Source: an optimization exercise on an open RTL-to-GDS flow (aim: small area). Production flows keep margins and buffers that such runs may drop. At most, simulation tests tie the RTL to the original design; equivalence was not proved. Function not checked in runs 1 and 2: the RTL went through the layout flow alone. Power is estimated from default activity; no workload was simulated.

`flow/run.sh`:
```
#!/bin/bash
# Layout flow: the standard synthesis, then the combinational logic between the
# registers re-mapped for area by ABC (registers, their names and cell types untouched;
# four ABC runs with different seeds, the smallest kept), then the standard ORFS layout
# with the smallest buffer (buf_1) on every port.
set -euo pipefail
here=$(pwd)
R=$here/orfs/results/sky130hd/w5300_ctrl/base
LIB=$FLOW_HOME/platforms/sky130hd/lib/sky130_fd_sc_hd__tt_025C_1v80.lib
export BUFFER_PORTS_ARGS="-buffer_cell sky130_fd_sc_hd__buf_1"

bash standard.sh synth > synth.log 2>&1

cp $R/1_2_yosys.v $here/std_synth.v
for n in 1 2 3 4; do
  sed "s/@SEED@/$n/" $here/flow/area.abc > $here/area_$n.abc
  cat > $here/resyn_$n.ys <<EOT
read_liberty -ignore_miss_func -ignore_miss_dir -ignore_miss_data_latch $LIB
blackbox sky130_fd_sc_hd__*df* sky130_fd_sc_hd__*dl* sky130_fd_sc_hd__sdf* sky130_fd_sc_hd__conb_1
read_verilog $here/std_synth.v
hierarchy -top $FLOW_TOP
flatten
read_liberty -lib -overwrite -ignore_miss_dir $LIB
opt -purge
abc -liberty $LIB -dont_use sky130_fd_sc_hd__lpflow_bleeder_1 -dont_use sky130_fd_sc_hd__lpflow_clkbufkapwr_1 -dont_use sky130_fd_sc_hd__lpflow_clkbufkapwr_16 -dont_use sky130_fd_sc_hd__lpflow_clkbufkapwr_2 -dont_use sky130_fd_sc_hd__lpflow_clkbufkapwr_4 -dont_use sky130_fd_sc_hd__lpflow_clkbufkapwr_8 -dont_use sky130_fd_sc_hd__lpflow_clkinvkapwr_1 -dont_use sky130_fd_sc_hd__lpflow_clkinvkapwr_16 -dont_use sky130_fd_sc_hd__lpflow_clkinvkapwr_2 -dont_use sky130_fd_sc_hd__lpflow_clkinvkapwr_4 -dont_use sky130_fd_sc_hd__lpflow_clkinvkapwr_8 -dont_use sky130_fd_sc_hd__lpflow_decapkapwr_12 -dont_use sky130_fd_sc_hd__lpflow_decapkapwr_3 -dont_use sky130_fd_sc_hd__lpflow_decapkapwr_4 -dont_use sky130_fd_sc_hd__lpflow_decapkapwr_6 -dont_use sky130_fd_sc_hd__lpflow_decapkapwr_8 -dont_use sky130_fd_sc_hd__lpflow_inputiso0n_1 -dont_use sky130_fd_sc_hd__lpflow_inputiso0p_1 -dont_use sky130_fd_sc_hd__lpflow_inputiso1n_1 -dont_use sky130_fd_sc_hd__lpflow_inputiso1p_1 -dont_use sky130_fd_sc_hd__lpflow_inputisolatch_1 -dont_use sky130_fd_sc_hd__lpflow_isobufsrc_1 -dont_use sky130_fd_sc_hd__lpflow_isobufsrc_16 -dont_use sky130_fd_sc_hd__lpflow_isobufsrc_2 -dont_use sky130_fd_sc_hd__lpflow_isobufsrc_4 -dont_use sky130_fd_sc_hd__lpflow_isobufsrc_8 -dont_use sky130_fd_sc_hd__lpflow_isobufsrckapwr_16 -dont_use sky130_fd_sc_hd__lpflow_lsbuf_lh_hl_isowell_tap_1 -dont_use sky130_fd_sc_hd__lpflow_lsbuf_lh_hl_isowell_tap_2 -dont_use sky130_fd_sc_hd__lpflow_lsbuf_lh_hl_isowell_tap_4 -dont_use sky130_fd_sc_hd__lpflow_lsbuf_lh_isowell_4 -dont_use sky130_fd_sc_hd__lpflow_lsbuf_lh_isowell_tap_1 -dont_use sky130_fd_sc_hd__lpflow_lsbuf_lh_isowell_tap_2 -dont_use sky130_fd_sc_hd__lpflow_lsbuf_lh_isowell_tap_4 -dont_use sky130_fd_sc_hd__probe_p_8 -dont_use sky130_fd_sc_hd__probec_p_8  -script $here/area_$n.abc
opt_clean -purge
hilomap -singleton -hicell sky130_fd_sc_hd__conb_1 HI -locell sky130_fd_sc_hd__conb_1 LO
splitnets
opt_clean -purge
select -set ports i:* o:*
rename -hide w:* @ports %d
tee -o $here/area_$n.txt stat -liberty $LIB
check -assert -mapped
write_verilog -noattr -nohex -nodec $here/cand_$n.v
EOT
  yosys -s $here/resyn_$n.ys > resyn_$n.log 2>&1 &
done
wait
best=""; bestarea=""
for n in 1 2 3 4; do
  if [[ -f $here/cand_$n.v ]]; then
    a=$(awk '/Chip area/ {print $NF}' $here/area_$n.txt)
    echo "seed $n: $a" >> resyn_pick.log
    if [[ -z "$best" ]] || awk -v a="$a" -v b="$bestarea" 'BEGIN{exit !(a<b)}'; then best=$n; bestarea=$a; fi
  fi
done
echo "kept seed $best ($bestarea)" >> resyn_pick.log
cp $here/cand_$best.v $R/1_2_yosys.v

bash standard.sh finish > finish.log 2>&1
```
`flow/area.abc`:
```
strash
&get -n
&deepsyn -T 60 -S @SEED@
&put
dch -f
amap
topo
```
`standard.sh`:
```
#!/bin/bash
# synth_recipe.tcl (not shown) runs the flow's synth.tcl, then flattens the netlist and writes it again
# the make line also repeats each setting of config.mk as NAME=value (left out here)
make -C /OpenROAD-flow-scripts/flow DESIGN_CONFIG=/design/flow/config.mk WORK_HOME=/design/flow/orfs CLKGATE_MAP_FILE= SYNTH_SCRIPT=/design/flow/synth_recipe.tcl "${@:-finish}"
```
`config.mk`:
```
export PLATFORM = sky130hd
export DESIGN_NAME = w5300_ctrl
export DESIGN_NICKNAME = w5300_ctrl
export VERILOG_FILES = /design/flow/design.v
export SDC_FILE = /design/flow/constraint.sdc
export NUM_CORES = 4
export LEC_CHECK = 0
export CAP_MARGIN = 20
export CORE_MARGIN = 2
export CORE_UTILIZATION = 40
export CTS_BUF_LIST = sky130_fd_sc_hd__clkbuf_8
export CTS_CLUSTER_DIAMETER = 200
export CTS_CLUSTER_SIZE = 40
export SLEW_MARGIN = 20
```
`constraint.sdc`:
```
create_clock -name core_clock -period 10.0 [get_ports {clk}]
set_input_delay 2.0000 -clock core_clock [delete_from_list [all_inputs] [get_ports {clk}]]
set_output_delay 2.0000 -clock core_clock [all_outputs]
set_load 0.01 [all_outputs]
```
`design.v`:
```
module w5300_ctrl
(
   clk,
   reset,
   start,
   init_done,
   s_rx_dv,
   s_rx_data,
   s_rx_addr,
   s_rx_done,
   c_tx_en,
   c_tx_addr,
   c_tx_rd,
   c_tx_data,
   c_tx_error,
   c_tx_done,
   w_rst,
   w_addr,
   w_wdata,
   w_wr,
   w_wr_en,
   w_rd,
   w_rdata,
   w_cs
);
   input          clk;         
   input          reset;       
   input          start;       
   output         init_done;   
   output         s_rx_dv;     
   output [7:0]   s_rx_data;   
   output [13:0]  s_rx_addr;   
   output         s_rx_done;   
   input          c_tx_en;     
   output [13:0]  c_tx_addr;   
   output         c_tx_rd;     
   input  [7:0]   c_tx_data;   
   output         c_tx_error;  
   output         c_tx_done;   
   output         w_rst;       
   output [9:0]   w_addr;      
   output [7:0]   w_wdata;     
   output         w_wr;        
   output         w_wr_en;     
   output         w_rd;        
   input  [7:0]   w_rdata;     
   output         w_cs;        
   localparam [2:0] ST_IIDLE = 3'b000;   
   localparam [2:0] ST_IRST  = 3'b001;   
   localparam [2:0] ST_ISEQ  = 3'b010;   
   localparam [2:0] ST_CLOSE = 3'b100;   
   localparam [2:0] ST_OPEN  = 3'b101;
   localparam [2:0] ST_RECV  = 3'b110;
   localparam [2:0] ST_SEND  = 3'b111;
   reg  [3:0]  tick;
   wire        t_end = tick[3] & tick[0];                  
   wire        t_smp = tick[2] & tick[1] & ~tick[0];       
   wire        t_stb = ~tick[3] & ~(tick[2] & tick[1] & tick[0]);  
   always @(posedge clk) begin
      if (reset | t_end)
         tick <= 4'd0;
      else
         tick <= tick + 4'd1;
   end
   reg  [2:0]  st;
   reg  [15:0] cnt;        
   reg  [15:0] sz;         
   reg  [9:0]  wd;         
   reg  [13:0] rxa;        
   reg  [7:0]  rdat;       
   reg         pls;        
   wire is_iidle = (st == ST_IIDLE);
   wire is_irst  = (st == ST_IRST);
   wire is_iseq  = (st == ST_ISEQ);
   wire is_close = (st == ST_CLOSE);
   wire is_open  = (st == ST_OPEN);
   wire is_recv  = (st == ST_RECV);
   wire is_send  = (st == ST_SEND);
   wire [15:0] cnt_inc = cnt + 16'd1;
   wire        c_hi0   = (cnt[15:4] == 12'd0);
   wire        c_hi2   = c_hi0 & ~cnt[3] & ~cnt[2];        
   wire        c_eq0   = c_hi2 & ~cnt[1] & ~cnt[0];
   wire        c_eq1   = c_hi2 & ~cnt[1] &  cnt[0];
   wire        c_eq2   = c_hi2 &  cnt[1] & ~cnt[0];
   wire        c_lt3   = c_hi2 & ~(cnt[1] & cnt[0]);
   wire        c_lt2   = c_hi2 & ~cnt[1];
   wire        c_eq7   = c_hi0 & ~cnt[3] & cnt[2] & cnt[1] & cnt[0];
   wire        c_eq8   = c_hi0 &  cnt[3] & ~cnt[2] & ~cnt[1] & ~cnt[0];
   wire        c_gt3   = ~c_hi2;
   wire        c_ge5   = ~c_hi0 | cnt[3] | (cnt[2] & (cnt[1] | cnt[0]));
   wire        c_ge7   = ~c_hi0 | cnt[3] | (cnt[2] & cnt[1] & cnt[0]);
   wire        c_ge9   = ~c_hi0 | (cnt[3] & (cnt[2] | cnt[1] | cnt[0]));
   wire [16:0] u;
   wire [16:0] ub;
   assign ub[0] = 1'b0;
   genvar gi;
   generate
      for (gi = 0; gi < 16; gi = gi + 1) begin : g_sub
         assign u[gi]    = cnt[gi] ^ sz[gi] ^ ub[gi];
         assign ub[gi+1] = (~cnt[gi] & sz[gi]) | (~(cnt[gi] ^ sz[gi]) & ub[gi]);
      end
   endgenerate
   assign u[16] = ub[16];
   wire        u_hi0  = (u[16:4] == 13'd0);
   wire        u_eq3  = u_hi0 & (u[3:0] == 4'd3);
   wire        u_eq4  = u_hi0 & (u[3:0] == 4'd4);
   wire        u_eq5  = u_hi0 & (u[3:0] == 4'd5);
   wire        u_eq6  = u_hi0 & (u[3:0] == 4'd6);
   wire        u_eq7  = u_hi0 & (u[3:0] == 4'd7);
   wire        u_eq8  = u_hi0 & (u[3:0] == 4'd8);
   wire        u_eq9  = u_hi0 & (u[3:0] == 4'd9);
   wire        u_le8  = u[16] | ((u[15:4] == 12'd0) & (~u[3] | (u[2:0] == 3'd0)));
   wire        u_ge2  = ~u[16] & (u[15:1] != 15'd0);
   wire        sz_nz  = (sz != 16'd0);
   wire        r_dv   = c_ge7 & (~c_ge9 | u_le8);
   wire        r_end  = c_ge9 & u_eq9;
   wire        s_stop = c_gt3 & u_ge2;
   wire        s_chk  = ~c_lt3 & sz_nz & u_eq3;
   wire        s_end  = ~c_lt3 & sz_nz & u_eq8;
   wire        wd_hit = wd[9] & wd[8] & wd[7] & wd[6] & wd[5] & wd[3];  
   always @(posedge clk) begin
      if (reset)
         st <= ST_IIDLE;
      else if (t_end) begin
         case (st)
            ST_IIDLE: st <= ST_IRST;
            ST_IRST:  if (cnt[9] & cnt[5] & cnt[2] & cnt[1]) st <= ST_ISEQ;           
            ST_ISEQ:  if (cnt[6] & cnt[4] & cnt[3] & cnt[2] & cnt[0]) st <= ST_CLOSE;  
            ST_CLOSE: if (~c_lt2 & start) st <= ST_OPEN;
            ST_OPEN: begin
               if (wd_hit)
                  st <= ST_CLOSE;
               else if (cnt[1]) begin
                  if (c_tx_en)
                     st <= ST_SEND;
                  else if (rdat[2])
                     st <= ST_RECV;
               end
            end
            ST_RECV:  if (r_end) st <= ST_OPEN;
            ST_SEND: begin
               if (s_chk & rdat[1])
                  st <= ST_CLOSE;
               else if (s_end)
                  st <= ST_OPEN;
            end
            default:  st <= ST_IIDLE;
         endcase
      end
   end
   assign init_done = st[2];
   always @(posedge clk) begin
      if (t_end) begin
         case (st)
            ST_IIDLE: cnt <= 16'd0;
            ST_IRST:  cnt <= (cnt[9] & cnt[5] & cnt[2] & cnt[1]) ? 16'd34 : cnt_inc;
            ST_ISEQ:  cnt <= cnt_inc;
            ST_CLOSE: cnt <= c_lt2 ? cnt_inc : (start ? 16'd0 : cnt);
            ST_OPEN: begin
               if (wd_hit)
                  cnt <= 16'd0;
               else if (cnt[0])
                  cnt <= (rdat == 8'h22) ? 16'd2 : 16'd0;
               else if (cnt[1])
                  cnt <= (c_tx_en | rdat[2]) ? 16'd0 : cnt;
               else
                  cnt <= 16'd1;
            end
            ST_RECV:  cnt <= r_end ? 16'd1 : cnt_inc;
            ST_SEND:  cnt <= (s_chk & rdat[1]) ? 16'd0 : (s_end ? 16'd1 : cnt_inc);
            default:  cnt <= cnt_inc;
         endcase
      end
   end
   always @(posedge clk) begin
      if (t_end) begin
         if (is_recv) begin
            if (c_eq7) sz[15:8] <= rdat;
            if (c_eq8) sz[7:0]  <= rdat;
         end
         else if (is_send) begin
            if (c_eq1) sz[15:8] <= rdat;
            if (c_eq2) begin
               sz[15:8] <= sz[15:8] + {7'd0, &rdat};
               sz[7:0]  <= {rdat[7:1] + {6'd0, rdat[0]}, 1'b0};
            end
         end
      end
   end
   always @(posedge clk) begin
      if (t_end & (is_open | is_send | is_close))
         wd <= (is_open & ~wd_hit) ? wd + 10'd1 : 10'd0;
   end
   always @(posedge clk) begin
      if (t_end) begin
         if (is_open)
            rxa <= 14'h3FFF;
         else if (is_recv & r_dv)
            rxa <= rxa + 14'd1;
      end
   end
   always @(posedge clk) begin
      if (t_end & is_send)
         rdat <= c_tx_data;
      else if (t_smp & (~is_send | s_chk))
         rdat <= w_rdata;
   end
   always @(posedge clk) begin
      pls <= ~reset & t_end & ((is_recv & (r_dv | r_end)) | (is_send & (s_end | ~s_stop)));
   end
   wire        wd_zero = (wd == 10'd0);
   assign s_rx_dv    = pls & is_recv;
   assign s_rx_data  = rdat;
   assign s_rx_addr  = rxa;
   assign s_rx_done  = pls & is_open & ~wd_zero;
   assign c_tx_rd    = pls & is_send;
   assign c_tx_addr  = cnt[13:0] & {14{~(~sz_nz & c_ge5)}};
   assign c_tx_error = 1'b0;
   assign c_tx_done  = pls & is_open & wd_zero;
   reg  [17:0] rom;
   always @* begin
      case (cnt[5:0])
         6'd0 : rom = {10'h20A, 8'h13};    
         6'd1 : rom = {10'h20B, 8'h14};    
         6'd2 : rom = {10'h212,8'h13};    
         6'd3 : rom = {10'h213,8'h14};    
         6'd4 : rom = {10'h214,  8'd192};    
         6'd5 : rom = {10'h215,  8'd168};    
         6'd6 : rom = {10'h216,  8'd199};    
         6'd7 : rom = {10'h217,  8'd196};    
         6'd8 : rom = {10'h204,   8'h00};    
         6'd9 : rom = {10'h205,   8'h1F};    
         6'd10: rom = {10'h218,  8'h05};    
         6'd11: rom = {10'h219,  8'hB4};    
         6'd12: rom = {10'h240,    8'h00};    
         6'd13: rom = {10'h241,    8'h02};    
         6'd14: rom = {10'h244,   8'h00};    
         6'd15: rom = {10'h245,   8'h1F};    
         6'd16: rom = {10'h24A, 8'h13};    
         6'd17: rom = {10'h24B, 8'h14};    
         6'd18: rom = {10'h252,8'h13};    
         6'd19: rom = {10'h253,8'h14};    
         6'd20: rom = {10'h254,  8'd192};    
         6'd21: rom = {10'h255,  8'd168};    
         6'd22: rom = {10'h256,  8'd199};    
         6'd23: rom = {10'h257,  8'd196};    
         6'd24: rom = {10'h258,  8'h05};    
         6'd25: rom = {10'h259,  8'hB4};    
         6'd26: rom = {10'h0FE,       8'h00};    
         6'd27: rom = {10'h0FF,       8'h00};    
         6'd28: rom = {10'h000,       8'h00};    
         6'd29: rom = {10'h001,       8'h00};    
         6'd30: rom = 18'd0;
         6'd31: rom = 18'd0;
         6'd32: rom = 18'd0;
         6'd33: rom = 18'd0;
         6'd34: rom = {10'h000,       8'h38};    
         6'd35: rom = {10'h001,       8'h80};    
         6'd36: rom = {10'h004,      8'h00};    
         6'd37: rom = {10'h005,      8'hFF};    
         6'd38: rom = {10'h008,     8'h00};    
         6'd39: rom = {10'h009,     8'h01};    
         6'd40: rom = {10'h00A,     8'h02};    
         6'd41: rom = {10'h00B,     8'h03};    
         6'd42: rom = {10'h00C,     8'h04};    
         6'd43: rom = {10'h00D,     8'h05};    
         6'd44: rom = {10'h010,      8'd192};    
         6'd45: rom = {10'h011,      8'd168};    
         6'd46: rom = {10'h012,      8'd199};    
         6'd47: rom = {10'h013,      8'd1};    
         6'd48: rom = {10'h014,     8'd255};    
         6'd49: rom = {10'h015,     8'd255};    
         6'd50: rom = {10'h016,     8'd255};    
         6'd51: rom = {10'h017,     8'd0};    
         6'd52: rom = {10'h018,     8'd192};    
         6'd53: rom = {10'h019,     8'd168};    
         6'd54: rom = {10'h01A,     8'd199};    
         6'd55: rom = {10'h01B,     8'd110};    
         6'd56: rom = {10'h020,     8'h08};    
         6'd57: rom = {10'h028,     8'h08};    
         6'd58: rom = {10'h021,     8'h08};    
         6'd59: rom = {10'h029,     8'h08};    
         6'd60: rom = {10'h030,   8'h00};    
         6'd61: rom = {10'h031,   8'hFF};    
         6'd62: rom = {10'h200,    8'h01};    
         default: rom = {10'h201,    8'h01|8'h20};    
      endcase
   end
   wire        seq_chk = cnt[6] & cnt[4] & cnt[3] & (cnt[2] | cnt[1]);    
   reg         wen;        
   reg  [9:0]  addr;
   reg  [7:0]  wdat;
   always @* begin
      wen  = 1'b0;
      addr = rom[17:8];
      wdat = rdat;
      case (st)
         ST_ISEQ: begin
            wen  = ~seq_chk;
            addr = rom[17:8];
            wdat = rom[7:0];
         end
         ST_CLOSE: begin
            wen  = c_lt2;
            addr = ~c_lt2 ? 10'h209 : (cnt[0] ? 10'h243 : 10'h247);
            wdat = cnt[0] ? 8'h10 : 8'h1F;
         end
         ST_OPEN: begin
            wen  = ~cnt[0] & ~cnt[1];
            addr = cnt[0] ? 10'h249 : (cnt[1] ? 10'h247 : 10'h243);
            wdat = 8'h01;
         end
         ST_RECV: begin
            wen  = c_eq0 | (r_end & sz_nz);
            addr = c_eq0 ? 10'h247 :
                   ((r_end & sz_nz) ? 10'h243 :
                   (cnt[0] ? 10'h270 : 10'h271));
            wdat = c_eq0 ? 8'h04 : 8'h40;
         end
         ST_SEND: begin
            wen  = ~(c_lt3 | s_chk);
            addr = c_eq0 ? 10'h265 :
                   (c_eq1 ? 10'h266 :
                   (c_eq2 ? 10'h267 :
                   ((sz_nz & (u_eq3 | u_eq4)) ? 10'h247 :
                   ((sz_nz & u_eq5) ? 10'h261 :
                   ((sz_nz & u_eq6) ? 10'h262 :
                   ((sz_nz & u_eq7) ? 10'h263 :
                   ((sz_nz & u_eq8) ? 10'h243 :
                   (cnt[0] ? 10'h26E : 10'h26F))))))));
            wdat = (sz_nz & u_eq4) ? 8'h10 :
                   ((sz_nz & u_eq5) ? 8'h00 :
                   ((sz_nz & u_eq6) ? sz[15:8] :
                   ((sz_nz & u_eq7) ? sz[7:0] :
                   ((sz_nz & u_eq8) ? 8'h21 : rdat))));
         end
         default: ;
      endcase
   end
   wire        bus_on = st[2] | st[1];    
   assign w_rst   = is_irst & (cnt[9:0] < 10'd50);
   assign w_addr  = addr;
   assign w_wdata = wdat;
   assign w_wr_en = wen;
   assign w_cs    = bus_on & t_stb;
   assign w_wr    = w_cs & wen;
   assign w_rd    = w_cs & ~wen;
endmodule
```
==> results of run 1 <==
## routing by layer
metal  global-route usage  wire, um
met5                    0         0
met2                0.415      8080
met1                0.414      8080
met3               0.0633      1950
met4               0.0984       529
## area by class of cell
cell class	instances	area [um^2]	area share
clock buffer	10	138	0.0237
clock inverter	6	60.1	0.0104
inverter	92	345	0.0596
multi-input combinational	514	2610	0.450
sequential	72	2080	0.359
tap	168	210	0.0363
timing repair buffer	88	353	0.0609
## worst max path at each step
| stage | start | end | slack, ps | cells past startpoint |
|---|---|---|---|---|
| floorplan | cnt[1] | w_rd | 3620 | 24 |
| global placement | cnt[1] | w_rd | 2640 | 25 |
| detailed placement | cnt[1] | w_rd | 2410 | 25 |
| CTS | cnt[1] | w_rd | 1960 | 25 |
| global route | cnt[1] | w_rd | 1280 | 25 |
| finish | cnt[1] | w_rd | 1800 | 25 |
## per-stage QoR
stage          instance area [um^2]  total power (W)  hold slack [ps]  utilization  cells
2_1_floorplan                  5030         0.000336              440            -    678
3_3_place_gp                   5590         0.000341              447        0.459    933
3_5_place_dp                   5590         0.000341              478        0.460    933
4_1_cts                        5790         0.000584              501        0.476    949
5_1_grt                        5800         0.000601              539        0.477    950
6_report                       5800         0.000581              496        0.477    950
## critical path: cells and delay by family (launching register included)
kind,cells,cell delay (ps)
AO/OA/AOI/OAI,9,1490
buffers and inverters,3,790
flip-flops,1,630
AND/OR/NAND/NOR,13,2930
## sequential cells by signal, summed over array words and instances (netlist names)
register and count:
tick 4, wd 10, rxa 14, st 3, rdat 8, sz 16, cnt 16, pls 1
## power groups by stage
stage | combinational [W] | clock [W] | sequential [W]
2_1_floorplan | 0.00000483 | 0 | 0.000331
3_3_place_gp | 0.00000910 | 0 | 0.000331
3_5_place_dp | 0.00000934 | 0 | 0.000332
4_1_cts | 0.00000942 | 0.000250 | 0.000325
5_1_grt | 0.0000104 | 0.000265 | 0.000325
6_report | 0.00000943 | 0.000247 | 0.000325
==> out/metrics.yaml, run 1 <==
critical_path:
  rr_worst_depth: 23
  critPathKind: "reg2out"
  worstSetupEndpointType: "output port"
  slowest_stage: "nor4b_1"
  crit-reg2reg-capture: "cnt[0]"
  critPathMaxStageDelay_ps: 660
  rr_startpoint: "cnt[1]"
  crit_path_start_kind: "register"
  required_ps: 8000
  cp_max_fo: 15
  crit_top_cell: "nor3_1"
  r2r_setup_slack_ps: 3710
  arrival_ps: 6200
placed_design:
  place_hpwl_mm: 14.3
  place.gp.congestion: 1.07
  place_ws_ps: 2410
  io_buffer_count: 82
routing:
  drtPass1Iterations: 6
  drt_iter0_drc: 1014
  wl_per_cell_um: 19.6
  vias_per_cell: 5.98
  antenna_left: 0
  drc_errors: 0
  vias: 5685
  totalWireLength_mm: 18.6
min_path:
  min_from: "tick[2]"
  hold_class: "reg2reg"
  holdPathEnd: "tick[2]"
  min_path_cells: 2
sta:
  tns_ps: 0
  final-hold-violation-count: 0
  maxSlewViolCount: 0
  fin_crit_sh: 0.820
  fin_crit_ps: 8200
  worst_pin_slew_ps: 1050
  setup_ws_ps: 1800
  slew-limit-headroom: 0.297
  finalSetupViolations: 0
  grt_setup_unrepaired: "no"
  max_freq_mhz: 122
  fin_skew_ps: 10.3
layout:
  fillerInstances: 1238
  diodes: 0
  drive_gt1_frac: 0.0294
  mostFrequentLayoutCells: "nor2_1 (194), clkinv_1 (92), buf_1 (82)"
  finish.net_count: 797
  final_common_cell: "nor2_1"
  areaGrowthSynthToFinish_pct: 15.3
pwr:
  combPwrFrac: 0.016
  p_switching_w: 0.000131
  sw_frac_of_total: 0.226
  p_seq_frac: 0.559
  intPower_w: 0.000450
  power_leakage_nw: 1.83
  clockPowerShare: 0.425
  peakVddDrop_uv: 69.9
  power.density_mw_per_mm2: 100
floorplanning:
  io_pins: 85
  core-area_mm2: 0.0122
  initial_core_util: 0.413
  die_w_um: 116
  row_count: 40
  die_h_um: 116
  die_area_mm2: 0.0135
clock_network:
  cts_tree: "yes"
  post-cts-setup-buffers: 0
  cts_buffers: 9
  cts_sinks: 72
  clock_latency_ps: 370
  clockBufferDepth: 2
  clk_pin_slew_ps: 80
  cts_resized: 0
  holdBufCountCts: 0
  cts_htree_levels: 3
  clockRootBuffer: "clkbuf_8"
outcome:
  status: "timing/DRC/antenna clean"
grt:
  overflow: 0
  grt_pass1_wl_mm: 28.8
  antenna_found_initial: 0
  grt_max_degree: 18
  grt_util_all_layers: 0.284
  grt_pass1_vias: 5098
synthesis:
  postSynthCellCount: 677
  syn_area_mm2: 0.00502
  ys.warnings.count: 1
  avgSynthCellArea_um2: 7.42
job:
  cap_violations: 0
==> inputs of run 2 (changes only) <==
--- a/config.mk
+++ b/config.mk
@@ -7,8 +7,8 @@
 export LEC_CHECK = 0
 export CAP_MARGIN = 20
 export CORE_MARGIN = 2
-export CORE_UTILIZATION = 40
-export CTS_BUF_LIST = sky130_fd_sc_hd__clkbuf_8
-export CTS_CLUSTER_DIAMETER = 200
-export CTS_CLUSTER_SIZE = 40
+export CORE_UTILIZATION = 60
+export CTS_BUF_LIST = sky130_fd_sc_hd__clkbuf_16
+export CTS_CLUSTER_DIAMETER = 300
+export CTS_CLUSTER_SIZE = 80
 export SLEW_MARGIN = 20
==> out/metrics.yaml, run 2 <==
clock_network:
  clock_latency_ps: 340  # -30 ps
  clockRootBuffer: "clkbuf_16"
  cts_buffers: 9  # unchanged
  clockBufferDepth: 2  # unchanged
  holdBufCountCts: 0  # unchanged
  cts_sinks: 72  # unchanged
  cts_htree_levels: 3  # unchanged
  post-cts-setup-buffers: 0  # unchanged
  clk_pin_slew_ps: 60  # -20 ps
  cts_resized: 0  # unchanged
  cts_tree: "yes"
pwr:
  intPower_w: 0.000538  # +20%
  clockPowerShare: 0.508  # +0.083
  sw_frac_of_total: 0.211  # -0.0152
  power.density_mw_per_mm2: 117  # +17%
  p_switching_w: 0.000144  # +9.4%
  p_seq_frac: 0.477  # -0.082
  combPwrFrac: 0.014  # -0.002
  power_leakage_nw: 1.88  # +2.6%
  peakVddDrop_uv: 99.5  # +42%
sta:
  slew-limit-headroom: 0.239  # -0.0584
  finalSetupViolations: 0  # unchanged
  fin_crit_sh: 0.825  # +0.00545
  worst_pin_slew_ps: 1130  # +78.9 ps
  max_freq_mhz: 121  # -0.66%
  fin_crit_ps: 8250  # +54.5 ps
  setup_ws_ps: 1750  # -54.6 ps
  grt_setup_unrepaired: "no"
  final-hold-violation-count: 0  # unchanged
  fin_skew_ps: 6.08  # -4.18 ps
  hold_ws_ps: 476  # -19.9 ps
  maxSlewViolCount: 0  # unchanged
  tns_ps: 0  # unchanged
floorplanning:
  row_count: 33  # -18%
  die_h_um: 95.5  # -18%
  die_w_um: 95.5  # -18%
  core-area_mm2: 0.00818  # -33%
  initial_core_util: 0.615  # +0.201
  io_pins: 85  # unchanged
  die_area_mm2: 0.00912  # -32%
min_path:
  hold_class: "reg2reg"
  min_from: "tick[2]"
  min_path_cells: 2  # unchanged
  holdPathEnd: "tick[2]"
synthesis:
  postSynthCellCount: 677  # unchanged
  ys.warnings.count: 1  # unchanged
  syn_area_mm2: 0.00502  # unchanged
  avgSynthCellArea_um2: 7.42  # unchanged
grt:
  met1_usage: 0.514  # +0.0994
  gr-max-usage-layer: "met2"
  grt_pass1_vias: 5320  # +4.4%
  grt_util_met2: 0.601  # +0.186
  use_met3: 0.0830  # +0.0197
  grt_util_all_layers: 0.388  # +0.105
  grt_max_degree: 18  # unchanged
  antenna_found_initial: 0  # unchanged
  overflow: 0  # unchanged
  grt_pass1_wl_mm: 27.0  # -6.3%
outcome:
  status: "timing/DRC/antenna clean"
layout:
  mostFrequentLayoutCells: "nor2_1 (194), clkinv_1 (92), buf_1 (82)"
  drive_gt1_frac: 0.0269  # -0.00252
  areaGrowthSynthToFinish_pct: 15.9
  finalNonFillerCells: 886  # -6.7%
  diodes: 0  # unchanged
  finish.net_count: 796  # -0.13%
  fillerInstances: 667  # -46%
  final_common_cell: "nor2_1"
  reg_top3: "cnt (16), sz (16), rxa (14)"
critical_path:
  rr_startpoint: "cnt[1]"
  crit_path_start_kind: "register"
  worstSetupEndpointType: "output port"
  r2r_setup_slack_ps: 3760  # +50 ps
  critPathLaunch: "cnt[1]"
  cp_max_fo: 15  # unchanged
  crit-reg2reg-capture: "cnt[0]"
  rr_worst_depth: 23  # unchanged
  arrival_ps: 6250  # +50 ps
  required_ps: 8000  # about the same
  critPathKind: "reg2out"
routing:
  vias: 5899  # +3.8%
  totalWireLength_mm: 17.6  # -5.3%
  wl_per_cell_um: 19.9  # +1.5%
  drt_iter0_drc: 855  # -16%
  vias_per_cell: 6.66  # +11%
  drtPass1Iterations: 8  # +2
  antenna_left: 0  # unchanged
  drc_errors: 0  # unchanged
placed_design:
  place_hpwl_mm: 13.1  # -8.1%
  io_buffer_count: 82  # unchanged
  place.gp.congestion: 1.08  # +0.37%
  place_ws_ps: 2420  # +6.31 ps
  placed_cells: 870  # -6.8%
job:
  cap_violations: 0  # unchanged
-- run 2: changes by cell type in the layout (fill, tap and decap cells not counted), sizes merged --
cell,previous run,this run
buf,88,87
clkinv,94,93
inv,2,3
-- run 2: layer usage --
| metal | routed length (um) | part of all wire | vias up |
|---|---|---|---|
| li1 | - | - | 2658 |
| met1 | 6860 | 0.39 | 2660 |
| met2 | 7760 | 0.44 | 477 |
| met3 | 2060 | 0.12 | 104 |
| met4 | 955 | 0.054 | 0 |
| met5 | 0 | 0 | - |
-- run 2: power by group through the flow --
stage | clock, W | sequential (W) | combinational [W]
global placement | 0 | 0.000331 | 0.00000908
CTS | 0.000341 | 0.000325 | 0.00000972
detailed placement | 0 | 0.000332 | 0.00000957
finish | 0.000346 | 0.000325 | 0.00000978
floorplan | 0 | 0.000331 | 0.00000483
global route | 0.000353 | 0.000325 | 0.0000109
-- run 2: metrics by stage --
stage | power [W] | util | instance area (um^2)
finish | 0.000681 | 0.712 | 5820
global route | 0.000689 | 0.712 | 5820
CTS | 0.000676 | 0.712 | 5820
detailed placement | 0.000341 | 0.673 | 5510
global placement | 0.000341 | 0.673 | 5510
floorplan | 0.000336 | - | 5030
-- run 2: worst max path at each step --
stage | endpoint
after floorplan | w_rd
after global placement | w_wdata[5]
after detailed placement | w_wdata[5]
after CTS | w_wdata[5]
after global routing | w_rd
final | w_wdata[5]
-- run 2: critical path, cell delays in order (launching register included) --
cell and delay, ps:
edfxtp_1 590, clkinv_1 480, o22ai_1 460, o22ai_1 170
nand2_1 100, o21ai_0 120, nand2_1 130, o21a_1 150
a211oi_1 80, nor3_1 160, nor3_1 70, nor3_1 160
nor3_1 60, or3_1 310, a21oi_1 190, a21oi_1 60
nor4b_1 580, nand4_1 220, nor2_1 280, clkinv_1 200
nor3_1 470, clkinv_1 260, o22ai_1 240, o32a_1 200
buf_1 160
-- run 2: cell type report --
| class | count | area, um^2 | area share |
|---|---|---|---|
| Tap cell | 105 | 131 | 0.0226 |
| Clock buffer | 10 | 250 | 0.0430 |
| Inverter | 92 | 345 | 0.0593 |
| Multi-Input combinational cell | 514 | 2600 | 0.447 |
| Sequential cell | 72 | 2080 | 0.358 |
| Clock inverter | 6 | 63.8 | 0.0110 |
| Timing Repair Buffer | 87 | 345 | 0.0593 |
==> inputs of run 3 (changes only) <==
--- a/design.v
+++ b/design.v
@@ -76,7 +76,6 @@
    wire is_open  = (st == ST_OPEN);
    wire is_recv  = (st == ST_RECV);
    wire is_send  = (st == ST_SEND);
-   wire [15:0] cnt_inc = cnt + 16'd1;
    wire        c_hi0   = (cnt[15:4] == 12'd0);
    wire        c_hi2   = c_hi0 & ~cnt[3] & ~cnt[2];        
    wire        c_eq0   = c_hi2 & ~cnt[1] & ~cnt[0];
@@ -118,13 +117,14 @@
    wire        s_chk  = ~c_lt3 & sz_nz & u_eq3;
    wire        s_end  = ~c_lt3 & sz_nz & u_eq8;
    wire        wd_hit = wd[9] & wd[8] & wd[7] & wd[6] & wd[5] & wd[3];  
+   wire        i_rst_end = cnt[9] & cnt[5] & cnt[2] & cnt[1];     
    always @(posedge clk) begin
       if (reset)
          st <= ST_IIDLE;
       else if (t_end) begin
          case (st)
             ST_IIDLE: st <= ST_IRST;
-            ST_IRST:  if (cnt[9] & cnt[5] & cnt[2] & cnt[1]) st <= ST_ISEQ;           
+            ST_IRST:  if (i_rst_end) st <= ST_ISEQ;
             ST_ISEQ:  if (cnt[6] & cnt[4] & cnt[3] & cnt[2] & cnt[0]) st <= ST_CLOSE;  
             ST_CLOSE: if (~c_lt2 & start) st <= ST_OPEN;
             ST_OPEN: begin
@@ -149,28 +149,20 @@
       end
    end
    assign init_done = st[2];
-   always @(posedge clk) begin
-      if (t_end) begin
-         case (st)
-            ST_IIDLE: cnt <= 16'd0;
-            ST_IRST:  cnt <= (cnt[9] & cnt[5] & cnt[2] & cnt[1]) ? 16'd34 : cnt_inc;
-            ST_ISEQ:  cnt <= cnt_inc;
-            ST_CLOSE: cnt <= c_lt2 ? cnt_inc : (start ? 16'd0 : cnt);
-            ST_OPEN: begin
-               if (wd_hit)
-                  cnt <= 16'd0;
-               else if (cnt[0])
-                  cnt <= (rdat == 8'h22) ? 16'd2 : 16'd0;
-               else if (cnt[1])
-                  cnt <= (c_tx_en | rdat[2]) ? 16'd0 : cnt;
-               else
-                  cnt <= 16'd1;
-            end
-            ST_RECV:  cnt <= r_end ? 16'd1 : cnt_inc;
-            ST_SEND:  cnt <= (s_chk & rdat[1]) ? 16'd0 : (s_end ? 16'd1 : cnt_inc);
-            default:  cnt <= cnt_inc;
-         endcase
-      end
+   wire        o_go      = c_tx_en | rdat[2];
+   wire        cnt_clr   = is_iidle |
+                           (is_close & ~c_lt2 & start) |
+                           (is_open & (wd_hit | (cnt[0] & (rdat != 8'h22)) | (cnt[1] & o_go))) |
+                           (is_send & s_chk & rdat[1]);
+   wire        cnt_one   = (is_recv & r_end) | (is_send & s_end);
+   wire        cnt_ld    = cnt_clr | cnt_one | (is_irst & i_rst_end);
+   wire        cnt_hold  = (is_close & ~c_lt2) | (is_open & cnt[1]);
+   wire [15:0] cnt_ldv   = {10'd0, ~cnt_clr & ~cnt_one, 3'd0, ~cnt_clr & ~cnt_one, cnt_one};
+   always @(posedge clk) begin
+      if (t_end & cnt_ld)
+         cnt <= cnt_ldv;
+      else
+         cnt <= cnt + {15'd0, t_end & ~cnt_hold};
    end
    always @(posedge clk) begin
       if (t_end) begin
@@ -188,16 +180,16 @@
       end
    end
    always @(posedge clk) begin
-      if (t_end & (is_open | is_send | is_close))
-         wd <= (is_open & ~wd_hit) ? wd + 10'd1 : 10'd0;
+      if (t_end & (is_close | is_send | (is_open & wd_hit)))
+         wd <= 10'd0;
+      else
+         wd <= wd + {9'd0, t_end & is_open};
    end
    always @(posedge clk) begin
-      if (t_end) begin
-         if (is_open)
-            rxa <= 14'h3FFF;
-         else if (is_recv & r_dv)
-            rxa <= rxa + 14'd1;
-      end
+      if (t_end & is_open)
+         rxa <= 14'h3FFF;
+      else
+         rxa <= rxa + {13'd0, t_end & is_recv & r_dv};
    end
    always @(posedge clk) begin
       if (t_end & is_send)
--- a/config.mk
+++ b/config.mk
@@ -7,8 +7,8 @@
 export LEC_CHECK = 0
 export CAP_MARGIN = 20
 export CORE_MARGIN = 2
-export CORE_UTILIZATION = 60
-export CTS_BUF_LIST = sky130_fd_sc_hd__clkbuf_16
-export CTS_CLUSTER_DIAMETER = 300
-export CTS_CLUSTER_SIZE = 80
+export CORE_UTILIZATION = 40
+export CTS_BUF_LIST = sky130_fd_sc_hd__clkbuf_8
+export CTS_CLUSTER_DIAMETER = 200
+export CTS_CLUSTER_SIZE = 40
 export SLEW_MARGIN = 20
==> out/metrics.yaml, run 3 <==
outcome:
  status: "timing/DRC/antenna clean"
sta:
  max_freq_mhz: 129  # +6.7%
  maxSlewViolCount: 0  # unchanged
  worst_pin_slew_ps: 939  # -194 ps
  tns_ps: 0  # unchanged
  fin_crit_sh: 0.773  # -0.0518
  hold_ws_ps: 469  # -6.47 ps
  finalSetupViolations: 0  # unchanged
  fin_crit_ps: 7730  # -518 ps
  final-hold-violation-count: 0  # unchanged
  grt_setup_unrepaired: "no"
  fin_skew_ps: 15.7  # +9.66 ps
  slew-limit-headroom: 0.371  # +0.133
placed_design:
  io_buffer_count: 82  # unchanged
  place_area_mm2: 0.00522  # -5.3%
  place_hpwl_mm: 13.5  # +2.6%
  place.gp.congestion: 0.975  # -9.3%
synthesis:
  syn_area_mm2: 0.00468  # -6.9%
  ys.warnings.count: 1  # unchanged
  avgSynthCellArea_um2: 6.78  # -8.6%
  postSynthCellCount: 690  # +1.9%
grt:
  overflow: 0  # unchanged
  grt_pass1_wl_mm: 26.9  # -0.36%
  antenna_found_initial: 0  # unchanged
  grt_pass1_vias: 4996  # -6.1%
  grt_util_all_layers: 0.274  # -0.115
  grt_max_degree: 21  # +3
job:
  cap_violations: 0  # unchanged
routing:
  drtPass1Iterations: 5  # -3
  drt_iter0_drc: 608  # -29%
  vias: 5443  # -7.7%
  antenna_left: 0  # unchanged
  drc_errors: 0  # unchanged
  vias_per_cell: 5.81  # -13%
  totalWireLength_mm: 17.0  # -3.6%
  wl_per_cell_um: 18.1  # -8.8%
critical_path:
  rr_worst_depth: 28  # +22%
  critPathMaxStageDelay_ps: 730  # +140 ps
  crit_path_start_kind: "register"
  crit-reg2reg-capture: "cnt[0]"
  required_ps: 8000  # about the same
  slowest_stage: "dfxtp_1"
  critical_path.top_delay_family: "simple AND/OR/NAND/NOR gates"
  rr_startpoint: "cnt[1]"
  critPathKind: "reg2out"
  r2r_setup_slack_ps: 3810  # +50 ps
  arrival_ps: 5730  # -520 ps
  critPathBufInv: 4  # unchanged
  worstSetupEndpointType: "output port"
  cp_max_fo: 17  # +2
  crit_top_cell: "nor2_1"
pwr:
  peakVddDrop_uv: 84.4  # -15%
  p_switching_w: 0.000176  # +22%
  power.total_w: 0.000644  # -5.5%
  intPower_w: 0.000468  # -13%
  power.density_mw_per_mm2: 119  # +1.4%
  p_seq_frac: 0.482  # +0.005
  sw_frac_of_total: 0.273  # +0.0622
  combPwrFrac: 0.123  # +0.109
  clockPowerShare: 0.395  # -0.113
  power_leakage_nw: 1.89  # +0.93%
min_path:
  hold_class: "reg2reg"
  min_path_cells: 1  # -1
  min_from: "tick[0]"
  holdPathEnd: "tick[0]"
clock_network:
  cts_tree: "yes"
  cts_resized: 0  # unchanged
  clock_latency_ps: 380  # +40 ps
  cts_sinks: 72  # unchanged
  clockBufferDepth: 2  # unchanged
  cts_htree_levels: 3  # unchanged
  clockRootBuffer: "clkbuf_8"
  cts_buffers: 9  # unchanged
  clk_pin_slew_ps: 70  # about the same
  post-cts-setup-buffers: 0  # unchanged
  holdBufCountCts: 0  # unchanged
floorplanning:
  row_count: 39  # +18%
  core-area_mm2: 0.0114  # +40%
  io_pins: 85  # unchanged
  die_area_mm2: 0.0126  # +38%
  die_w_um: 112  # +17%
  initial_core_util: 0.410  # -0.205
  die_h_um: 112  # +17%
layout:
  reg_top3: "cnt (16), sz (16), rxa (14)"
  fillerInstances: 1220  # +83%
  drive_gt1_frac: 0.0252  # -0.00170
  mostFrequentLayoutCells: "nor2_1 (219), clkinv_1 (94), buf_1 (82)"
  multi_input_area_mm2: 0.00266  # +2.0%
  finish.net_count: 809  # +1.6%
  final_cell_area_mm2: 0.00543  # -6.7%
  ff_latch_area_mm2: 0.00168  # -19%
  diodes: 0  # unchanged
  areaGrowthSynthToFinish_pct: 16.0
  final_common_cell: "nor2_1"
## run 3: how the worst max path moves through the flow
stage / from / end / slack [ps] / depth (start not counted)
6_report: cnt[1] / w_rd / 2270 / 28
5_1_grt: cnt[1] / w_wdata[2] / 1820 / 29
4_1_cts: cnt[1] / w_rd / 2380 / 28
3_5_place_dp: cnt[1] / w_rd / 2800 / 28
3_3_place_gp: cnt[1] / w_rd / 2940 / 28
2_1_floorplan: cnt[0] / w_rd / 3760 / 27
## run 3: layer usage
metal  share of wire  track usage  up-vias
met2            0.42        0.393      246
li1                -            -     2645
met3           0.080       0.0578       48
met5               0            0        -
met1            0.46        0.398     2504
met4           0.033        0.115        0
## run 3: per-stage QoR
stage / utilization / setup WS [ps] / cells
after floorplan: - / 3760 / 691
after global placement: 0.457 / 2940 / 921
after detailed placement: 0.457 / 2800 / 921
after CTS: 0.475 / 2380 / 937
after global routing: 0.475 / 1820 / 937
final: 0.475 / 2270 / 937
## run 3: power groups by stage
stage / registers (W) / logic, W / clock network, W
finish: 0.000311 / 0.0000790 / 0.000254
floorplan: 0.000320 / 0.0000452 / 0
global route: 0.000311 / 0.0000859 / 0.000273
detailed placement: 0.000317 / 0.0000761 / 0
CTS: 0.000310 / 0.0000764 / 0.000259
global placement: 0.000317 / 0.0000776 / 0
## run 3: area by class of cell
cell class	count	area share
multi-input combinational	525	0.489
sequential	72	0.310
inverter	94	0.0650
timing repair buffer	87	0.0636
tap	143	0.0330
clock buffer	9	0.0228
clock inverter	7	0.0166
==> inputs of run 4 (changes only) <==
--- a/flow/run.sh
+++ b/flow/run.sh
@@ -2,12 +2,14 @@
 # Layout flow: the standard synthesis, then the combinational logic between the
 # registers re-mapped for area by ABC (registers, their names and cell types untouched;
 # four ABC runs with different seeds, the smallest kept), then the standard ORFS layout
-# with the smallest buffer (buf_1) on every port.
+# with the smallest buffer (buf_1) on every port and a clock tree of clkbuf_8.
 set -euo pipefail
 here=$(pwd)
 R=$here/orfs/results/sky130hd/w5300_ctrl/base
 LIB=$FLOW_HOME/platforms/sky130hd/lib/sky130_fd_sc_hd__tt_025C_1v80.lib
 export BUFFER_PORTS_ARGS="-buffer_cell sky130_fd_sc_hd__buf_1"
+# clock tree of clkbuf_8 only, without dummy loads
+export CTS_ARGS="-sink_clustering_enable -repair_clock_nets -dont_use_dummy_load -buf_list sky130_fd_sc_hd__clkbuf_8 -sink_clustering_size 40 -sink_clustering_max_diameter 200"
 
 bash standard.sh synth > synth.log 2>&1
 
--- a/config.mk
+++ b/config.mk
@@ -7,8 +7,5 @@
 export LEC_CHECK = 0
 export CAP_MARGIN = 20
 export CORE_MARGIN = 2
-export CORE_UTILIZATION = 40
-export CTS_BUF_LIST = sky130_fd_sc_hd__clkbuf_8
-export CTS_CLUSTER_DIAMETER = 200
-export CTS_CLUSTER_SIZE = 40
+export CORE_UTILIZATION = 55
 export SLEW_MARGIN = 20
==> out/metrics.yaml, run 4 <==
outcome:
  status: "timing/DRC/antenna clean"
pwr:
  power_leakage_nw: 1.83  # -3.3%
  power.total_w: 0.000565  # -12%
  power.density_mw_per_mm2: 107  # -9.8%
  peakVddDrop_uv: 79.4  # -5.9%
min_path:
  hold_class: "reg2reg"
sta:
  fin_crit_sh: 0.782  # +0.00865
  tns_ps: 0  # unchanged
  fin_crit_ps: 7820  # +86.5 ps
  finalSetupViolations: 0  # unchanged
  maxSlewViolCount: 0  # unchanged
  fin_skew_ps: 18.5  # +2.81 ps
  grt_setup_unrepaired: "no"
  slew-limit-headroom: 0.300  # -0.0715
  max_freq_mhz: 128  # -1.1%
  final-hold-violation-count: 0  # unchanged
  worst_pin_slew_ps: 1040  # +101 ps
  setup_ws_ps: 2180  # -86.5 ps
critical_path:
  critical_path.top_delay_family: "simple AND/OR/NAND/NOR gates"
  cp_max_fo: 20  # +3
  critPathMaxStageDelay_ps: 830  # +100 ps
  crit_top_cell: "nor2_1"
  required_ps: 8000  # about the same
  slowest_stage: "dfxtp_1"
  crit_path_start_kind: "register"
  worstSetupEndpointType: "output port"
  critPathKind: "reg2out"
  arrival_ps: 5820  # +90 ps
  critPathBufInv: 4  # unchanged
synthesis:
  postSynthCellCount: 690  # unchanged
  syn_area_mm2: 0.00468  # unchanged
  ys.warnings.count: 1  # unchanged
  avgSynthCellArea_um2: 6.78  # unchanged
clock_network:
  cts_buffers: 9  # unchanged
  holdBufCountCts: 0  # unchanged
  clock_latency_ps: 350  # -30 ps
  cts_resized: 0  # unchanged
  clockRootBuffer: "clkbuf_8"
  cts_sinks: 72  # unchanged
  post-cts-setup-buffers: 0  # unchanged
  cts_htree_levels: 3  # unchanged
  clk_pin_slew_ps: 60  # about the same
  clockBufferDepth: 2  # unchanged
  cts_tree: "yes"
placed_design:
  place_ws_ps: 2750  # -52.8 ps
  place_hpwl_mm: 12.6  # -6.4%
  place.gp.congestion: 1.02  # +4.1%
  placed_cells: 881  # -4.3%
  io_buffer_count: 82  # unchanged
grt:
  grt_max_degree: 21  # unchanged
  grt_pass1_vias: 5020  # +0.48%
  overflow: 0  # unchanged
  grt_util_all_layers: 0.355  # +0.0811
  antenna_found_initial: 0  # unchanged
  grt_pass1_wl_mm: 25.0  # -7.3%
routing:
  drc_errors: 0  # unchanged
  vias_per_cell: 6.32  # +8.9%
  vias: 5629  # +3.4%
  drtPass1Iterations: 6  # +1
  totalWireLength_mm: 16.1  # -5.5%
  drt_iter0_drc: 655  # +7.7%
  antenna_left: 0  # unchanged
  wl_per_cell_um: 18.1  # -0.46%
floorplanning:
  die_h_um: 96.2  # -14%
  io_pins: 85  # unchanged
  initial_core_util: 0.570  # +0.160
  die_area_mm2: 0.00926  # -26%
  die_w_um: 96.2  # -14%
  row_count: 33  # -15%
  core-area_mm2: 0.00822  # -28%
layout:
  drive_gt1_frac: 0.0166  # -0.00863
  final_common_cell: "nor2_1"
  mostFrequentLayoutCells: "nor2_1 (219), clkinv_1 (94), buf_1 (82)"
  fillerInstances: 774  # -37%
  diodes: 0  # unchanged
  reg_top3: "cnt (16), sz (16), rxa (14)"
  areaGrowthSynthToFinish_pct: 12.8
  finish.net_count: 807  # -0.25%
  finalNonFillerCells: 890  # -5.0%
job:
  cap_violations: 0  # unchanged
-- run 4: cell types whose count changed in the layout (fill, tap and decap cells not counted) --
cell,delta
clkinv_2,-1
inv_1,-2
buf_4,-2
clkinv_4,-2
bufinv_16,-2
-- run 4: metrics by stage --
stage / utilization / hold slack, ps / instance area [um^2]
after floorplan: - / 414 / 4680
after global placement: 0.627 / 444 / 5150
after detailed placement: 0.627 / 448 / 5150
after CTS: 0.642 / 463 / 5280
after global routing: 0.642 / 480 / 5280
final: 0.642 / 464 / 5280
-- run 4: per-layer routing --
| layer | up-vias | share of wire | GRT usage |
|---|---|---|---|
| li1 | 2637 | - | - |
| met1 | 2549 | 0.42 | 0.481 |
| met2 | 373 | 0.45 | 0.557 |
| met3 | 70 | 0.099 | 0.0705 |
| met4 | 0 | 0.032 | 0.132 |
| met5 | - | 0 | 0 |
-- run 4: worst paths after layout --
path / startpoint / end / slack [ps] / cells past startpoint
max: cnt[0] / w_rd / 2180 / 28
min: tick[0] / tick[0] / 460 / 1
max reg2reg: cnt[0] / cnt[0] / 3710 / 28
min reg2reg: tick[0] / tick[0] / 460 / 1
-- run 4: layout make-up --
class,instances,area (um^2),area share
Multi-Input combinational cell,525,2660,0.503
Sequential cell,72,1680,0.319
Inverter,94,353,0.0669
Timing Repair Buffer,85,330,0.0626
Tap cell,105,131,0.0249
Clock buffer,9,124,0.0235
-- run 4: worst register-to-register path, delay by kind of cell (launching register included) --
family	cells	cell delay (ps)
simple gates	18	3570
flops	1	830
buf+inv	2	710
compound gates	8	1050
-- run 4: power breakdown --
part	leakage (nW)	internal, W	total, W	switching, W
combinational	1.16	0.0000224	0.0000692	0.0000468
sequential	0.603	0.000306	0.000317	0.0000112
clock	0.0647	0.0000804	0.000179	0.0000983
total	1.83	0.000408	0.000565	0.000156
==> inputs of run 5 (changes only) <==
--- a/design.v
+++ b/design.v
@@ -125,7 +125,7 @@
          case (st)
             ST_IIDLE: st <= ST_IRST;
             ST_IRST:  if (i_rst_end) st <= ST_ISEQ;
-            ST_ISEQ:  if (cnt[6] & cnt[4] & cnt[3] & cnt[2] & cnt[0]) st <= ST_CLOSE;  
+            ST_ISEQ:  if (cnt[6] & cnt[5] & cnt[2] & cnt[0]) st <= ST_CLOSE;  
             ST_CLOSE: if (~c_lt2 & start) st <= ST_OPEN;
             ST_OPEN: begin
                if (wd_hit)
@@ -157,7 +157,7 @@
    wire        cnt_one   = (is_recv & r_end) | (is_send & s_end);
    wire        cnt_ld    = cnt_clr | cnt_one | (is_irst & i_rst_end);
    wire        cnt_hold  = (is_close & ~c_lt2) | (is_open & cnt[1]);
-   wire [15:0] cnt_ldv   = {10'd0, ~cnt_clr & ~cnt_one, 3'd0, ~cnt_clr & ~cnt_one, cnt_one};
+   wire [15:0] cnt_ldv   = {10'd0, ~cnt_clr & ~cnt_one, 1'b0, ~cnt_clr & ~cnt_one, 1'b0, ~cnt_clr & ~cnt_one, cnt_one};   
    always @(posedge clk) begin
       if (t_end & cnt_ld)
          cnt <= cnt_ldv;
@@ -212,73 +212,73 @@
    reg  [17:0] rom;
    always @* begin
       case (cnt[5:0])
-         6'd0 : rom = {10'h20A, 8'h13};    
-         6'd1 : rom = {10'h20B, 8'h14};    
-         6'd2 : rom = {10'h212,8'h13};    
-         6'd3 : rom = {10'h213,8'h14};    
-         6'd4 : rom = {10'h214,  8'd192};    
-         6'd5 : rom = {10'h215,  8'd168};    
-         6'd6 : rom = {10'h216,  8'd199};    
-         6'd7 : rom = {10'h217,  8'd196};    
-         6'd8 : rom = {10'h204,   8'h00};    
-         6'd9 : rom = {10'h205,   8'h1F};    
-         6'd10: rom = {10'h218,  8'h05};    
-         6'd11: rom = {10'h219,  8'hB4};    
-         6'd12: rom = {10'h240,    8'h00};    
-         6'd13: rom = {10'h241,    8'h02};    
-         6'd14: rom = {10'h244,   8'h00};    
-         6'd15: rom = {10'h245,   8'h1F};    
-         6'd16: rom = {10'h24A, 8'h13};    
-         6'd17: rom = {10'h24B, 8'h14};    
-         6'd18: rom = {10'h252,8'h13};    
-         6'd19: rom = {10'h253,8'h14};    
-         6'd20: rom = {10'h254,  8'd192};    
-         6'd21: rom = {10'h255,  8'd168};    
-         6'd22: rom = {10'h256,  8'd199};    
-         6'd23: rom = {10'h257,  8'd196};    
-         6'd24: rom = {10'h258,  8'h05};    
-         6'd25: rom = {10'h259,  8'hB4};    
-         6'd26: rom = {10'h0FE,       8'h00};    
-         6'd27: rom = {10'h0FF,       8'h00};    
-         6'd28: rom = {10'h000,       8'h00};    
-         6'd29: rom = {10'h001,       8'h00};    
-         6'd30: rom = 18'd0;
-         6'd31: rom = 18'd0;
-         6'd32: rom = 18'd0;
-         6'd33: rom = 18'd0;
-         6'd34: rom = {10'h000,       8'h38};    
-         6'd35: rom = {10'h001,       8'h80};    
-         6'd36: rom = {10'h004,      8'h00};    
-         6'd37: rom = {10'h005,      8'hFF};    
-         6'd38: rom = {10'h008,     8'h00};    
-         6'd39: rom = {10'h009,     8'h01};    
-         6'd40: rom = {10'h00A,     8'h02};    
-         6'd41: rom = {10'h00B,     8'h03};    
-         6'd42: rom = {10'h00C,     8'h04};    
-         6'd43: rom = {10'h00D,     8'h05};    
-         6'd44: rom = {10'h010,      8'd192};    
-         6'd45: rom = {10'h011,      8'd168};    
-         6'd46: rom = {10'h012,      8'd199};    
-         6'd47: rom = {10'h013,      8'd1};    
-         6'd48: rom = {10'h014,     8'd255};    
-         6'd49: rom = {10'h015,     8'd255};    
-         6'd50: rom = {10'h016,     8'd255};    
-         6'd51: rom = {10'h017,     8'd0};    
-         6'd52: rom = {10'h018,     8'd192};    
-         6'd53: rom = {10'h019,     8'd168};    
-         6'd54: rom = {10'h01A,     8'd199};    
-         6'd55: rom = {10'h01B,     8'd110};    
-         6'd56: rom = {10'h020,     8'h08};    
-         6'd57: rom = {10'h028,     8'h08};    
-         6'd58: rom = {10'h021,     8'h08};    
-         6'd59: rom = {10'h029,     8'h08};    
-         6'd60: rom = {10'h030,   8'h00};    
-         6'd61: rom = {10'h031,   8'hFF};    
-         6'd62: rom = {10'h200,    8'h01};    
-         default: rom = {10'h201,    8'h01|8'h20};    
+         6'd0 : rom = {10'h020,     8'h08};    
+         6'd1 : rom = {10'h028,     8'h08};    
+         6'd2 : rom = {10'h021,     8'h08};    
+         6'd3 : rom = {10'h029,     8'h08};    
+         6'd4 : rom = {10'h030,   8'h00};    
+         6'd5 : rom = {10'h031,   8'hFF};    
+         6'd6 : rom = {10'h200,    8'h01};    
+         6'd7 : rom = {10'h201,    8'h01|8'h20};    
+         6'd8 : rom = {10'h20A, 8'h13};    
+         6'd9 : rom = {10'h20B, 8'h14};    
+         6'd10: rom = {10'h212,8'h13};    
+         6'd11: rom = {10'h213,8'h14};    
+         6'd12: rom = {10'h214,  8'd192};    
+         6'd13: rom = {10'h215,  8'd168};    
+         6'd14: rom = {10'h216,  8'd199};    
+         6'd15: rom = {10'h217,  8'd196};    
+         6'd16: rom = {10'h204,   8'h00};    
+         6'd17: rom = {10'h205,   8'h1F};    
+         6'd18: rom = {10'h218,  8'h05};    
+         6'd19: rom = {10'h219,  8'hB4};    
+         6'd20: rom = {10'h240,    8'h00};    
+         6'd21: rom = {10'h241,    8'h02};    
+         6'd22: rom = {10'h244,   8'h00};    
+         6'd23: rom = {10'h245,   8'h1F};    
+         6'd24: rom = {10'h24A, 8'h13};    
+         6'd25: rom = {10'h24B, 8'h14};    
+         6'd26: rom = {10'h252,8'h13};    
+         6'd27: rom = {10'h253,8'h14};    
+         6'd28: rom = {10'h254,  8'd192};    
+         6'd29: rom = {10'h255,  8'd168};    
+         6'd30: rom = {10'h256,  8'd199};    
+         6'd31: rom = {10'h257,  8'd196};    
+         6'd32: rom = {10'h258,  8'h05};    
+         6'd33: rom = {10'h259,  8'hB4};    
+         6'd34: rom = {10'h0FE,       8'h00};    
+         6'd35: rom = {10'h0FF,       8'h00};    
+         6'd36: rom = {10'h000,       8'h00};    
+         6'd37: rom = {10'h001,       8'h00};    
+         6'd38: rom = 18'd0;
+         6'd39: rom = 18'd0;
+         6'd40: rom = 18'd0;
+         6'd41: rom = 18'd0;
+         6'd42: rom = {10'h000,       8'h38};    
+         6'd43: rom = {10'h001,       8'h80};    
+         6'd44: rom = {10'h004,      8'h00};    
+         6'd45: rom = {10'h005,      8'hFF};    
+         6'd46: rom = {10'h008,     8'h00};    
+         6'd47: rom = {10'h009,     8'h01};    
+         6'd48: rom = {10'h00A,     8'h02};    
+         6'd49: rom = {10'h00B,     8'h03};    
+         6'd50: rom = {10'h00C,     8'h04};    
+         6'd51: rom = {10'h00D,     8'h05};    
+         6'd52: rom = {10'h010,      8'd192};    
+         6'd53: rom = {10'h011,      8'd168};    
+         6'd54: rom = {10'h012,      8'd199};    
+         6'd55: rom = {10'h013,      8'd1};    
+         6'd56: rom = {10'h014,     8'd255};    
+         6'd57: rom = {10'h015,     8'd255};    
+         6'd58: rom = {10'h016,     8'd255};    
+         6'd59: rom = {10'h017,     8'd0};    
+         6'd60: rom = {10'h018,     8'd192};    
+         6'd61: rom = {10'h019,     8'd168};    
+         6'd62: rom = {10'h01A,     8'd199};    
+         default: rom = {10'h01B,     8'd110};    
       endcase
    end
-   wire        seq_chk = cnt[6] & cnt[4] & cnt[3] & (cnt[2] | cnt[1]);    
+   wire        seq_chk = cnt[6] & cnt[5] & (cnt[2] | cnt[1]);    
    reg         wen;        
    reg  [9:0]  addr;
    reg  [7:0]  wdat;
==> out/metrics.yaml, run 5 <==
pwr:
  p_seq_frac: 0.585  # +0.024
  sw_frac_of_total: 0.249  # -0.0282
  power.density_mw_per_mm2: 98.1  # -8.3%
  p_switching_w: 0.000130  # -17%
  clockPowerShare: 0.358  # +0.042
  peakVddDrop_uv: 64.0  # -19%
  power_leakage_nw: 1.85  # +0.78%
  intPower_w: 0.000393  # -3.9%
  combPwrFrac: 0.057  # -0.065
synthesis:
  postSynthCellCount: 691  # +0.14%
  ys.warnings.count: 1  # unchanged
  syn_area_mm2: 0.00472  # +0.94%
  avgSynthCellArea_um2: 6.84  # +0.79%
floorplanning:
  die_h_um: 96.7  # +0.45%
  core-area_mm2: 0.00826  # +0.50%
  io_pins: 85  # unchanged
  die_w_um: 96.7  # +0.45%
  row_count: 33  # unchanged
  die_area_mm2: 0.00935  # +0.90%
  initial_core_util: 0.572  # +0.00246
clock_network:
  cts_tree: "yes"
  cts_resized: 0  # unchanged
  holdBufCountCts: 0  # unchanged
  clk_pin_slew_ps: 70  # about the same
  cts_sinks: 72  # unchanged
  clock_latency_ps: 370  # +20 ps
  post-cts-setup-buffers: 0  # unchanged
  clockRootBuffer: "clkbuf_8"
  cts_buffers: 9  # unchanged
  cts_htree_levels: 3  # unchanged
  clockBufferDepth: 2  # unchanged
critical_path:
  critPathBufInv: 4  # unchanged
  critPathMaxStageDelay_ps: 700  # -130 ps
  required_ps: 8000  # about the same
  slowest_stage: "dfxtp_1"
  critical_path.top_delay_family: "simple AND/OR/NAND/NOR gates"
  critPathKind: "reg2out"
  crit_path_start_kind: "register"
  rr_startpoint: "cnt[1]"
  arrival_ps: 6810  # +990 ps
  worstSetupEndpointType: "output port"
  r2r_setup_slack_ps: 3630  # -80 ps
  crit-reg2reg-capture: "st[0]"
  rr_worst_depth: 22  # -21%
  cp_max_fo: 20  # unchanged
placed_design:
  placed_cells: 880  # -0.11%
  place_area_mm2: 0.00518  # +0.58%
  place_ws_ps: 1800  # -948 ps
  place.gp.congestion: 1.04  # +2.8%
  place_hpwl_mm: 13.3  # +5.1%
  io_buffer_count: 82  # unchanged
routing:
  drc_errors: 0  # unchanged
  vias: 5740  # +2.0%
  drt_iter0_drc: 632  # -3.5%
  vias_per_cell: 6.45  # +2.0%
  drtPass1Iterations: 6  # unchanged
  wl_per_cell_um: 19.3  # +6.8%
  antenna_left: 0  # unchanged
  totalWireLength_mm: 17.2  # +6.8%
min_path:
  hold_class: "reg2reg"
  min_path_cells: 1  # unchanged
  min_from: "rxa[13]"
  holdPathEnd: "rxa[13]"
sta:
  grt_setup_unrepaired: "no"
  tns_ps: 0  # unchanged
  fin_crit_ps: 8810  # +990 ps
  fin_skew_ps: 25.1  # +6.53 ps
  worst_pin_slew_ps: 940  # -100 ps
  fin_crit_sh: 0.881  # +0.0990
  final-hold-violation-count: 0  # unchanged
  finalSetupViolations: 0  # unchanged
  max_freq_mhz: 114  # -11%
  maxSlewViolCount: 0  # unchanged
  hold_ws_ps: 480  # +16.0 ps
  setup_ws_ps: 1190  # -990 ps
  slew-limit-headroom: 0.372  # +0.0718
layout:
  diodes: 0  # unchanged
  fillerInstances: 783  # +1.2%
  finish.net_count: 807  # unchanged
  final_cell_area_mm2: 0.00532  # +0.90%
  final_common_cell: "nor2_1"
  drive_gt1_frac: 0.0178  # +0.00127
  reg_top3: "cnt (16), sz (16), rxa (14)"
  mostFrequentLayoutCells: "nor2_1 (197), clkinv_1 (96), buf_1 (82)"
  areaGrowthSynthToFinish_pct: 12.7  # about the same
  finalNonFillerCells: 890  # unchanged
grt:
  overflow: 0  # unchanged
  grt_pass1_wl_mm: 27.6  # +11%
  use_met3: 0.0939  # +0.0235
  gr-max-usage-layer: "met2"
  grt_pass1_vias: 5279  # +5.2%
  grt_max_degree: 21  # unchanged
  grt_util_all_layers: 0.364  # +0.00944
  grt_util_met2: 0.561  # +0.00361
  met1_usage: 0.500  # +0.0188
  antenna_found_initial: 0  # unchanged
outcome:
  status: "timing/DRC/antenna clean"
job:
  cap_violations: 0  # unchanged
run 5: how the worst max path moves through the flow:
stage | startpoint | end | slack (ps) | depth (start not counted)
5_1_grt | cnt[1] | w_wdata[1] | 500 | 27
2_1_floorplan | cnt[1] | w_wdata[5] | 3220 | 24
4_1_cts | cnt[1] | w_wdata[1] | 1380 | 27
6_report | cnt[1] | w_wdata[5] | 1190 | 25
3_5_place_dp | cnt[1] | w_wdata[1] | 1800 | 27
3_3_place_gp | cnt[1] | w_wdata[5] | 1930 | 25
run 5: cell type report:
type | instances | area [um^2] | share of cell area
tap | 105 | 131 | 0.0247
timing repair buffer | 84 | 323 | 0.0606
multi-input combinational | 524 | 2700 | 0.508
clock buffer | 9 | 124 | 0.0233
inverter | 96 | 360 | 0.0677
sequential | 72 | 1680 | 0.316
run 5: per-layer routing:
layer / wire length [um] / part of all wire / vias up
li1: - / - / 2647
met1: 7150 / 0.42 / 2616
met2: 7450 / 0.43 / 422
met3: 2010 / 0.12 / 55
met4: 551 / 0.032 / 0
met5: 0 / 0 / -
run 5: power by group through the flow:
stage                     clock [W]  combinational (W)  sequential [W]
final                      0.000187          0.0000297        0.000306
after floorplan                   0          0.0000182        0.000311
after detailed placement          0          0.0000284        0.000312
after global placement            0          0.0000285        0.000312
after CTS                  0.000185          0.0000287        0.000306
after global routing       0.000199          0.0000323        0.000306
run 5: worst reg2reg max path, cell delays in order, from the launching register on:
cell and delay [ps]:
dfxtp_1 700, clkinv_1 680, o22ai_1 560, o22ai_1 170
nand2_1 110, o21ai_0 100, nand2_1 110, o21a_1 140
a211oi_1 70, nor2_1 80, nor2_1 50, nor3_1 130
nor3_1 70, o31ai_1 290, a32oi_1 170, nor2b_1 160
o31ai_1 200, a21oi_1 160, or3_1 470, or4_1 480
o32ai_1 340, o221ai_1 310, a2111oi_0 680
run 5: per-stage QoR:
stage / util / total power, W
after floorplan: - / 0.000330
after global placement: 0.628 / 0.000341
after detailed placement: 0.628 / 0.000341
after CTS: 0.643 / 0.000520
after global routing: 0.645 / 0.000537
final: 0.645 / 0.000523

[port drivers added, routing unchanged]
The flow's constraints put no driver on any port. The routed layouts listed below were extracted and timed again, unchanged, in two steps. Step 1: set_driving_cell puts a clkbuf_16 on clk and a buf_2 on each other input, an assumption about the parent block. Step 2 adds t to the input delays and takes it off the output delays; t is the mean of the earliest and latest rising clock arrival at the registers after step 1. Input paths then give back, and output paths get back, about the clock's delay inside the block. a / b / c = no drivers / after step 1 / after step 2; a / b = the first two.
run	t, ns	setup WS [ns]	worst setup path after step 2	worst register clock-pin slew, ns	worst data-port slew with drivers (ns)
run 1	0.398	1.803 / 1.768 / 2.166	register to output	0.09 / 0.09	0.03
run 2	0.375	1.748 / 1.711 / 2.086	register to output	0.06 / 0.06	0.05
run 3	0.404	2.267 / 2.230 / 2.635	register to output	0.09 / 0.09	0.03
run 4	0.377	2.180 / 2.146 / 2.523	register to output	0.08 / 0.08	0.03
run 5	0.394	1.190 / 1.153 / 1.546	register to output	0.09 / 0.09	0.03
After both steps setup and hold are still met in every run listed.
